Source: an optimization exercise on an open RTL-to-GDS flow (aim: small area, a short achievable clock period and few clock cycles). Production flows keep margins and buffers that such runs may drop.
Only simulation tests tie the RTL to the original design; equivalence was not proved.

$ cat run.sh
#!/bin/bash
# synth_recipe.tcl (not shown) runs the flow's synth.tcl, then flattens the netlist and writes it again
# the make line also repeats each setting of config.mk as NAME=value (left out here)
make -C /OpenROAD-flow-scripts/flow DESIGN_CONFIG=/design/flow/config.mk WORK_HOME=/design/flow/orfs CLKGATE_MAP_FILE= SYNTH_SCRIPT=/design/flow/synth_recipe.tcl finish
$ cat design.v
module FPU_FSM (
  input wire clk,
  input wire reset,
  input wire start,
  input wire       sign_bit_a,
  input wire [7:0] int_part_a,
  input wire [7:0] frac_part_a,
  input wire       sign_bit_b,
  input wire [7:0] int_part_b,
  input wire [7:0] frac_part_b,
  input wire [1:0] S,  
  output reg [31:0] result,
  output wire       sign_bit_result,
  output wire [7:0] int_part_result,
  output wire [7:0] frac_part_result,
  output reg done
);
  localparam K = 4;           
  localparam NMC = 16 / K;    
  wire [15:0] A = {int_part_a, frac_part_a};
  wire [15:0] B = {int_part_b, frac_part_b};
  wire nzA = |A;
  wire nzB = |B;
  wire sac = sign_bit_a & nzA;
  wire sbc = sign_bit_b & nzB;
  wire eff_sub = sac ^ sbc ^ S[0];
  wire a_ge_b = (A >= B);
  wire swap = eff_sub & ~a_ge_b;
  wire [15:0] big = swap ? B : A;
  wire [15:0] sml = swap ? A : B;
  wire [16:0] sum_ab = {1'b0, big} + {1'b0, sml ^ {16{eff_sub}}} + {16'd0, eff_sub};
  wire [16:0] M = {sum_ab[16] & ~eff_sub, sum_ab[15:0]};
  wire add_sign = swap ? (sbc ^ S[0]) : sac;
  wire [16:0] nin = S[1] ? {A, 1'b0} : M;
  reg [16:0] nt;
  reg [4:0] nz;
  always @(*) begin
    nt = nin;
    nz[4] = (nt[16:1] == 16'd0); if (nz[4]) nt = {nt[0], 16'd0};
    nz[3] = (nt[16:9] == 8'd0);  if (nz[3]) nt = {nt[8:0], 8'd0};
    nz[2] = (nt[16:13] == 4'd0); if (nz[2]) nt = {nt[12:0], 4'd0};
    nz[1] = (nt[16:15] == 2'd0); if (nz[1]) nt = {nt[14:0], 2'd0};
    nz[0] = ~nt[16];             if (nz[0]) nt = {nt[15:0], 1'b0};
  end
  reg [15:0] bt;
  reg [3:0] bz;
  always @(*) begin
    bt = B;
    bz[3] = (bt[15:8] == 8'd0);  if (bz[3]) bt = {bt[7:0], 8'd0};
    bz[2] = (bt[15:12] == 4'd0); if (bz[2]) bt = {bt[11:0], 4'd0};
    bz[1] = (bt[15:14] == 2'd0); if (bz[1]) bt = {bt[13:0], 2'd0};
    bz[0] = ~bt[15];             if (bz[0]) bt = {bt[14:0], 1'b0};
  end
  wire [15:0] An = nzA ? nt[16:1] : 16'h8000;
  wire [15:0] Bn = nzB ? bt : 16'h8000;
  wire [7:0] ea = nzA ? (8'd134 - {4'd0, nz[3:0]}) : 8'd0;
  wire [7:0] eb = nzB ? (8'd134 - {4'd0, bz}) : 8'd0;
  wire [31:0] add_res = (M == 17'd0) ? {add_sign, 31'd0}
                      : {add_sign, 8'd135 - {3'd0, nz}, nt[15:0], 7'd0};
  reg b_mul, b_pack, b_div;
  reg [2:0] cnt;
  reg [16:0] X;        
  reg [16:0] Vx;       
  reg [5:0] bud;       
  wire idle = ~(b_mul | b_pack | b_div);
  wire [15:0] Mq = result[22:7];    
  wire [16:0] xs [0:K];
  wire [K-1:0] qv;     
  wire [K-1:0] mo;     
  wire [5:0] bs [0:K];
  assign xs[0] = X;
  assign bs[0] = bud;
  genvar g;
  generate
    for (g = 0; g < K; g = g + 1) begin : stg
      wire [16:0] op2 = Vx & {17{b_div | Mq[g]}};
      wire [17:0] sum = {1'b0, xs[g]} + {1'b0, op2} + {17'd0, b_div};
      wire q = sum[17];
      wire [15:0] y = q ? sum[15:0] : xs[g][15:0];
      assign xs[g+1] = b_div ? {y, 1'b0} : {1'b0, sum[16:1]};
      assign mo[g] = sum[0];
      assign qv[g] = q & ~bs[g][5];
      assign bs[g+1] = bs[g] - 6'd1 - {5'd0, q};
    end
  endgenerate
  wire [31:0] P = {X[15:0], Mq};
  wire pc = P[31];
  wire [22:0] pm = pc ? P[30:8] : P[29:7];
  wire pg = pc ? P[7] : P[6];
  wire pr = pc ? P[6] : P[5];
  wire ps = pc ? (|P[5:0]) : (|P[4:0]);
  wire rnd = pg & (pr | ps | pm[0]);
  wire ones = &pm;
  wire [22:0] pm_r = !rnd ? pm : (ones ? 23'h400000 : pm + 23'd1);
  wire [7:0] pe = result[30:23] + {7'd0, pc} + {7'd0, rnd & ones};
  reg q0r;
  wire first = (cnt == 3'd0);
  wire q0 = first ? stg[0].q : q0r;
  always @(posedge clk or posedge reset) begin
    if (reset) begin
      b_mul <= 1'b0;
      b_pack <= 1'b0;
      b_div <= 1'b0;
      done <= 1'b0;
    end else begin
      done <= 1'b0;
      if (idle) begin
        if (start) begin
          if (!S[1] || (!S[0] && !(nzA && nzB))) done <= 1'b1;
          else if (!S[0]) b_mul <= 1'b1;
          else b_div <= 1'b1;
        end
      end
      if (b_mul && cnt == NMC - 1) begin
        b_mul <= 1'b0;
        b_pack <= 1'b1;
      end
      if (b_pack) begin
        b_pack <= 1'b0;
        done <= 1'b1;
      end
      if (b_div && bs[K][5]) begin
        b_div <= 1'b0;
        done <= 1'b1;
      end
    end
  end
  integer j;
  always @(posedge clk) begin
    cnt <= idle ? 3'd0 : cnt + 3'd1;
    X <= xs[K];
    bud <= bs[K];
    if (b_div && first) q0r <= stg[0].q;
    if (idle) begin
      if (S[0]) begin
        X <= {1'b0, An};
        Vx <= ~{1'b0, Bn};
        bud <= 6'd23;
      end else begin
        X <= 17'd0;
        Vx <= {1'b0, An};
      end
    end
    if (idle && start) begin
      if (!S[1]) begin
        result <= add_res;
      end else if (!S[0]) begin
        result <= {sac ^ sbc, (nzA && nzB) ? (ea + eb - 8'd127) : 8'd0, (nzA && nzB) ? Bn : 16'd0, 7'd0};
      end else begin
        result <= {sac ^ sbc, ea - eb + 8'd127, 23'd0};
      end
    end
    if (b_mul) result[22:7] <= {mo[K-1:0], Mq[15:K]};
    if (b_pack) result[30:0] <= {pe, pm_r};
    if (b_div) begin
      if (first && !q0) result[30:23] <= result[30:23] - 8'd1;
      for (j = 0; j < 23; j = j + 1) begin
        if (q0) begin
          if (cnt == (23 - j) / K) result[j] <= qv[(23 - j) % K];
        end else begin
          if (cnt == (24 - j) / K) result[j] <= qv[(24 - j) % K];
        end
      end
    end
  end
  wire [7:0] re = result[30:23];
  wire [24:0] W = {1'b1, result[22:0], 1'b0};
  wire [7:0] u = 8'd143 - re;
  wire [24:0] Ws = W >> u[4:0];
  wire inr = (re >= 8'd119) && (re <= 8'd143);
  assign {int_part_result, frac_part_result} = inr ? Ws[15:0] : 16'd0;
  assign sign_bit_result = result[31];
endmodule
$ cat constraint.sdc
create_clock -name core_clock -period 22.0 [get_ports {clk}]
set_input_delay 4.4000 -clock core_clock [delete_from_list [all_inputs] [get_ports {clk}]]
set_output_delay 4.4000 -clock core_clock [all_outputs]
set_load 0.01 [all_outputs]
$ cat config.mk
export PLATFORM = sky130hd
export DESIGN_NAME = FPU_FSM
export DESIGN_NICKNAME = FPU_FSM
export VERILOG_FILES = /design/flow/design.v
export SDC_FILE = /design/flow/constraint.sdc
export NUM_CORES = 4
export LEC_CHECK = 0
export ABC_AREA = 1
export CAP_MARGIN = 20
export CORE_MARGIN = 2
export CORE_UTILIZATION = 65
export PLACE_DENSITY = 0.75
export SLEW_MARGIN = 20
==> results of run 1 <==
worst max-delay path, delay by kind of cell (launching register included):
kind	cells	cell delay, ns
AO/OA/AOI/OAI	34	5.49
AND/OR/NAND/NOR	30	2.92
buffers and inverters	11	2.62
adder cells (fa/ha/maj)	5	1.76
flip-flops	1	0.45
XOR/XNOR	1	0.42
cell type report:
class / count / share of cell area
flip-flops and latches: 80 / 0.110
well taps: 319 / 0.0242
repair buffers: 105 / 0.0612
clock inverters: 7 / 0.00660
clock buffers: 9 / 0.0137
inverters: 365 / 0.0831
multi-input cells: 2086 / 0.701
through the flow:
step	setup slack [ns]	utilization
after floorplan	9.58	-
after global placement	8.19	0.694
after detailed placement	7.89	0.694
after CTS	8.24	0.708
after global routing	7.07	0.709
final	8.08	0.709
placed cells by master, fill, tap and decap left out, types with 11 or more instances in the layout:
cell type | Yosys | layout
o21ai_1 | 28 | 28
dfxtp_1 | 57 | 57
inv_1 | 352 | 352
mux2i_1 | 21 | 21
xnor2_1 | 27 | 27
xor2_1 | 68 | 68
nand2_1 | 652 | 652
o21ai_0 | 299 | 299
a22oi_1 | 14 | 14
nand2_2 | 11 | 11
nand3_1 | 99 | 98
a21oi_1 | 210 | 210
nor2_1 | 277 | 274
o22ai_1 | 20 | 20
nor3_1 | 17 | 16
edfxtp_1 | 19 | 19
o31ai_1 | 11 | 11
o21bai_1 | 19 | 19
o211ai_1 | 34 | 34
buf_4 | 21 | 17
ha_1 | 144 | 144
or2_2 | 25 | 25
a31oi_1 | 22 | 22
clkdlybuf4s50_1 | 0 | 88
registers in the layout, indices dropped and copies added, names as in the netlist:
name / flops
Vx: 17
b_mul: 1
result: 32
X: 17
done: 1
b_pack: 1
cnt: 3
q0r: 1
b_div: 1
bud: 6
path summary, 6_finish.rpt:
check / startpoint / to / slack (ns)
setup / recovery: result[7] / done / 8.08
hold reg to reg: cnt[0] / cnt[0] / 0.47
max in group asynchronous: reset / b_div / 17.58
hold / removal: cnt[0] / cnt[0] / 0.47
setup reg to reg: result[7] / done / 8.08
min in group asynchronous: reset / b_div / 4.22
metal layers:
metal | wire length [µm] | GRT usage | vias to the layer above
met1 | 20900 | 0.520 | 8087
met4 | 1920 | 0.161 | 0
met3 | 4940 | 0.0675 | 124
li1 | - | - | 8715
met5 | 0 | 0 | -
met2 | 21900 | 0.636 | 856
cell families (layout without fill, tap and decap cells):
| kind of cell | count (synthesis) | count (layout) | share of synthesized area |
|---|---|---|---|
| compound gates | 703 | 703 | 0.258 |
| xor+xnor | 95 | 95 | 0.0545 |
| fa+ha+maj | 153 | 153 | 0.130 |
| buf+inv | 485 | 486 | 0.126 |
| flops | 80 | 80 | 0.119 |
| mux | 21 | 21 | 0.0138 |
| simple gates | 1114 | 1114 | 0.300 |
==> metrics.csv, run 1 <==
metric,value,unit
hold_ws,0.474,ns
Multi-input gate area,11600,µm²
clock buffer count from CTS,9,
relative slew slack,0.267,
Yosys top cell area share,0.160,
ant diodes,0,
total grt overflow,0,
CTS tree,built,
crit start category,register,
Post-Layout Cell Count,2971,
area occupied by registers,1810,µm²
DR pass1 iterations,6,
"Slowest-stage cell, CP",inv_1,
initial antenna violation count,0,
YS warnings,1,
worst path arrival time,14.10,ns
vias in the first global route,16100,
CP Class,register to register,
"Area growth, synth to finish",7.90,%
max-cap viol count,0,
register area share after synthesis,0.119,
Tot GR Track Use,0.394,
count of input and output buffers,88,
Core ar.,23300,µm²
crit-path max cell delay,0.52,ns
Post-CTS Setup Bufs,0,
Mean Syn Cell Area,5.76,µm²
total number of vias,17800,
"Design Area, Final",16500,µm²
worst hold path class,register to register,
Hold Buf Count CTS,0,
GP Congestion,1.01,
ANT nets after route,0,
clock latency (worst-skew pair),0.38,ns
Cell variety after synth,61,
"Period Utilization, post-route",0.633,
clock root buffer,clkbuf_16,
die area,24700,µm²
die height,157,µm
HPWL Detailed,39500,µm
layout cells sized above 1,0.0392,
Die X,157,µm
critical path's most frequent cell,nand2_1,
Worst EP required,22.19,ns
drt drc,0,
final WL,49600,µm
Crit Path Max Fanout,24,
ys async rst share,0.0500,
ys flop type,dfxtp_1,
fmax,0.0719,GHz
outcome,timing/DRC/antenna clean,
WL per Instance,16.7,µm
Top-Level Pins,89,
"area leader, netlist",nand2_1,
routed vias/inst,5.99,
final worst path period need,13.92,ns
num rows,56,
Worst-Margin Slew,1.10,ns
htree depth,3,
DP Cell Count,2955,
Clock transition at path regs,0.09,ns
synthesized flop and latch total,80,
Worst Clk Skew,0.0294,ns
Clock Tree Buf Depth,2,
Synthesized Nets,2843,
Syn Inst Count,2651,
endpoint type of the worst setup path,register,
initial core utilization,0.657,
first-pass GRT wire length,78700,µm
most common cell in the netlist,nand2_1,
nets@finish,2839,
largest net degree at the start of global routing,76,
Post-synth EDFFs,19,
# setup viols final,0,
Hold Crit Depth,1,
Worst Reg-to-Reg Cells,81,
number of fill cells in the layout,2175,
clk sinks,80,
post-CTS resize count,0,
Iteration-0 DRC Markers,1966,
Fin Setup TNS,0,ns
largest cells by area after synthesis,"nand2_1, ha_1, o21ai_0, inv_1, dfxtp_1",
Final Max Tran Viols,0,
Post-DP Area,16100,µm²
Commonest cells post-synth,"nand2_1, inv_1, o21ai_0, nor2_1, a21oi_1",
final hold vios,0,
RSZ-0062 raised after global routing,no,
mapped cell area,15300,µm²
Testbench counts, summed over its fixed seeds: cycles 39,063.
==> run 2, diff against run 1 <==
--- a/config.mk
+++ b/config.mk
@@ -9,5 +9,5 @@
 export CAP_MARGIN = 20
 export CORE_MARGIN = 2
-export CORE_UTILIZATION = 65
-export PLACE_DENSITY = 0.75
+export CORE_UTILIZATION = 40
+export PLACE_DENSITY = 0.6
 export SLEW_MARGIN = 20
==> metrics.csv, run 2 <==
metric,value,unit,change
outcome,timing/DRC/antenna clean,,
"Area growth, synth to finish",9.46,%,
HPWL Detailed,44600,µm,+13%
ant diodes,0,,unchanged
worst hold path class,register to register,,
count of input and output buffers,88,,unchanged
Reg-to-Reg End,result[5],,
endpoint type of the worst setup path,register,,
Worst Reg-to-Reg Cells,80,,-1.2%
total number of vias,17400,,-2.4%
RSZ-0062 raised after global routing,no,,
Die X,199,µm,+27%
Crit Path Max Fanout,24,,unchanged
YS warnings,1,,unchanged
ANT nets after route,0,,unchanged
"commonest non-fill, non-tap cell in the layout",nand2_1,,
vias in the first global route,16000,,-0.80%
Cell variety after synth,61,,unchanged
crit start category,register,,
Multi-input gate area,11600,µm²,about the same
Top-Level Pins,89,,unchanged
hold path start,cnt[0],,
routed vias/inst,5.48,,-8.4%
clock root buffer,clkbuf_16,,
number of fill cells in the layout,4180,,+92%
crit path buf inv count,12,,+1
largest net degree at the start of global routing,70,,-7.9%
initial core utilization,0.406,,-0.251
Final WS setup,7.73,ns,-0.357 ns
post-CTS resize count,0,,unchanged
Mean Syn Cell Area,5.76,µm²,unchanged
Synthesized Nets,2843,,unchanged
initial antenna violation count,0,,unchanged
nets@finish,2841,,+0.070%
Hold Buf Count CTS,0,,unchanged
"area leader, netlist",nand2_1,,
Reg-to-Reg Start,b_div,,
worst hold endpoint,cnt[0],,
Tot GR Track Use,0.278,,-0.116
num rows,71,,+27%
mapped cell area,15300,µm²,unchanged
ys flop type,dfxtp_1,,
GP Congestion,0.941,,-7.0%
Worst Clk Skew,0.0141,ns,-0.0153 ns
relative slew slack,0.360,,+0.0935
first-pass GRT wire length,87000,µm,+11%
Hold Crit Depth,1,,unchanged
final worst path period need,14.27,ns,+0.357 ns
drt drc,0,,unchanged
die height,199,µm,+27%
worst path arrival time,14.51,ns,+0.41 ns
Syn Inst Count,2651,,unchanged
max FFs per register,32,,unchanged
htree depth,3,,unchanged
Post-synth EDFFs,19,,unchanged
# setup viols final,0,,unchanged
clock latency (worst-skew pair),0.37,ns,about the same
Iteration-0 DRC Markers,1377,,-30%
CTS tree,built,,
fmax,0.0701,GHz,-2.5%
clock buffer count from CTS,9,,unchanged
Fin Setup TNS,0,ns,unchanged
CP top delay family,compound AO/OA/AOI/OAI gates,,
final WL,55500,µm,+12%
Post-CTS Setup Bufs,0,,unchanged
Biggest register,result,,
die area,39800,µm²,+61%
Reg2Reg Setup Slack,7.73,ns,-0.36 ns
post-placement worst setup slack,7.83,ns,-0.0603 ns
largest cells by area after synthesis,"nand2_1, ha_1, o21ai_0, inv_1, dfxtp_1",,
layout cells sized above 1,0.0403,,+0.00110
Clock transition at path regs,0.07,ns,-0.02 ns
total grt overflow,0,,unchanged
clk sinks,80,,unchanged
Worst-Margin Slew,0.956,ns,-0.140 ns
synthesized flop and latch total,80,,unchanged
final hold vios,0,,unchanged
critical path's most frequent cell,nand2_1,,
max-cap viol count,0,,unchanged
Commonest cells post-synth,"nand2_1, inv_1, o21ai_0, nor2_1, a21oi_1",,
most common cell in the netlist,nand2_1,,
most frequent cells in the layout,"nand2_1, inv_1, o21ai_0, nor2_1, a21oi_1",,
Clock Tree Buf Depth,2,,unchanged
Yosys top cell area share,0.160,,unchanged
WL per Instance,17.5,µm,+5.1%
register area share after synthesis,0.119,,unchanged
"Period Utilization, post-route",0.649,,+0.0162
ys async rst share,0.0500,,unchanged
DR pass1 iterations,7,,+1
largest registers,"result (32), Vx (17), X (17)",,
Final Max Tran Viols,0,,unchanged
"Slowest-stage cell, CP",inv_1,,
area occupied by registers,1810,µm²,unchanged
Worst EP required,22.24,ns,+0.05 ns
crit-path max cell delay,0.60,ns,+0.08 ns
Core ar.,37700,µm²,+62%
CP Class,register to register,,
[run 2: kinds of logic after synthesis]
kind of cell | after synthesis | synth area share
AOI/OAI and AO/OA | 703 | 0.258
buffers and inverters | 485 | 0.126
xor gates and xnor gates | 95 | 0.0545
and+or+nand+nor | 1114 | 0.300
DFF | 80 | 0.119
muxes | 21 | 0.0138
adders and majority gates | 153 | 0.130
[run 2: layout make-up]
type                    instances  area share
multi-input cells            2086       0.692
flip-flops and latches         80       0.108
inverters                     365      0.0819
repair buffers                107      0.0612
well taps                     511      0.0382
clock buffers                   9      0.0135
clock inverters                 7     0.00509
[run 2: per-layer routing]
layer,wire [µm],vias up,part of all wire,global-route usage
li1,-,8708,-,-
met2,24200,546,0.43,0.438
met4,1380,0,0.025,0.0796
met5,0,-,0,0
met3,3040,74,0.055,0.0284
met1,27000,8031,0.49,0.399
[run 2: metrics by stage]
stage,utilization,area (µm²),hold WS (ns),cells
floorplan,-,15300,0.433,2651
global placement,0.435,16400,0.450,3148
detailed placement,0.435,16400,0.462,3149
CTS,0.444,16700,0.476,3165
global route,0.444,16700,0.506,3165
finish,0.444,16700,0.473,3165
[run 2: how the worst max path moves through the flow]
stage / slack (ns) / from / cells after the start / end
6_report: 7.73 / b_div / 80 / result[5]
5_1_grt: 6.64 / b_div / 80 / result[5]
4_1_cts: 7.93 / b_div / 80 / result[5]
3_5_place_dp: 7.83 / int_part_a[4] / 47 / result[30]
3_3_place_gp: 7.97 / int_part_a[4] / 48 / result[29]
2_1_floorplan: 9.58 / b_div / 85 / bud[4]

==> port drivers added, routing unchanged <==
The results above use ideal ports. As a check the final layouts listed here were re-extracted and re-timed, cells and wires unchanged. Step 1 (the two cells are an assumption about what drives the block):
set clk [get_ports {clk}]
set_driving_cell -lib_cell sky130_fd_sc_hd__clkbuf_16 $clk
set_driving_cell -lib_cell sky130_fd_sc_hd__buf_2 [delete_from_list [all_inputs] $clk]
Step 2 moves the port delays by t, midway between the first and last clock arrival at a register: inputs arrive t later, outputs are due t later. That takes back most of the time a late clock gives input paths. Slacks: no drivers / after step 1 / after step 2; pairs: no drivers / after step 1.
run	shift t [ns]	setup WS [ns]	hold WS [ns]
run 1	0.415	8.084 / 8.084 / 8.084	0.474 / 0.474 / 0.474
run 2	0.406	7.727 / 7.727 / 7.727	0.473 / 0.473 / 0.473
After both steps setup and hold are still met in every run listed.
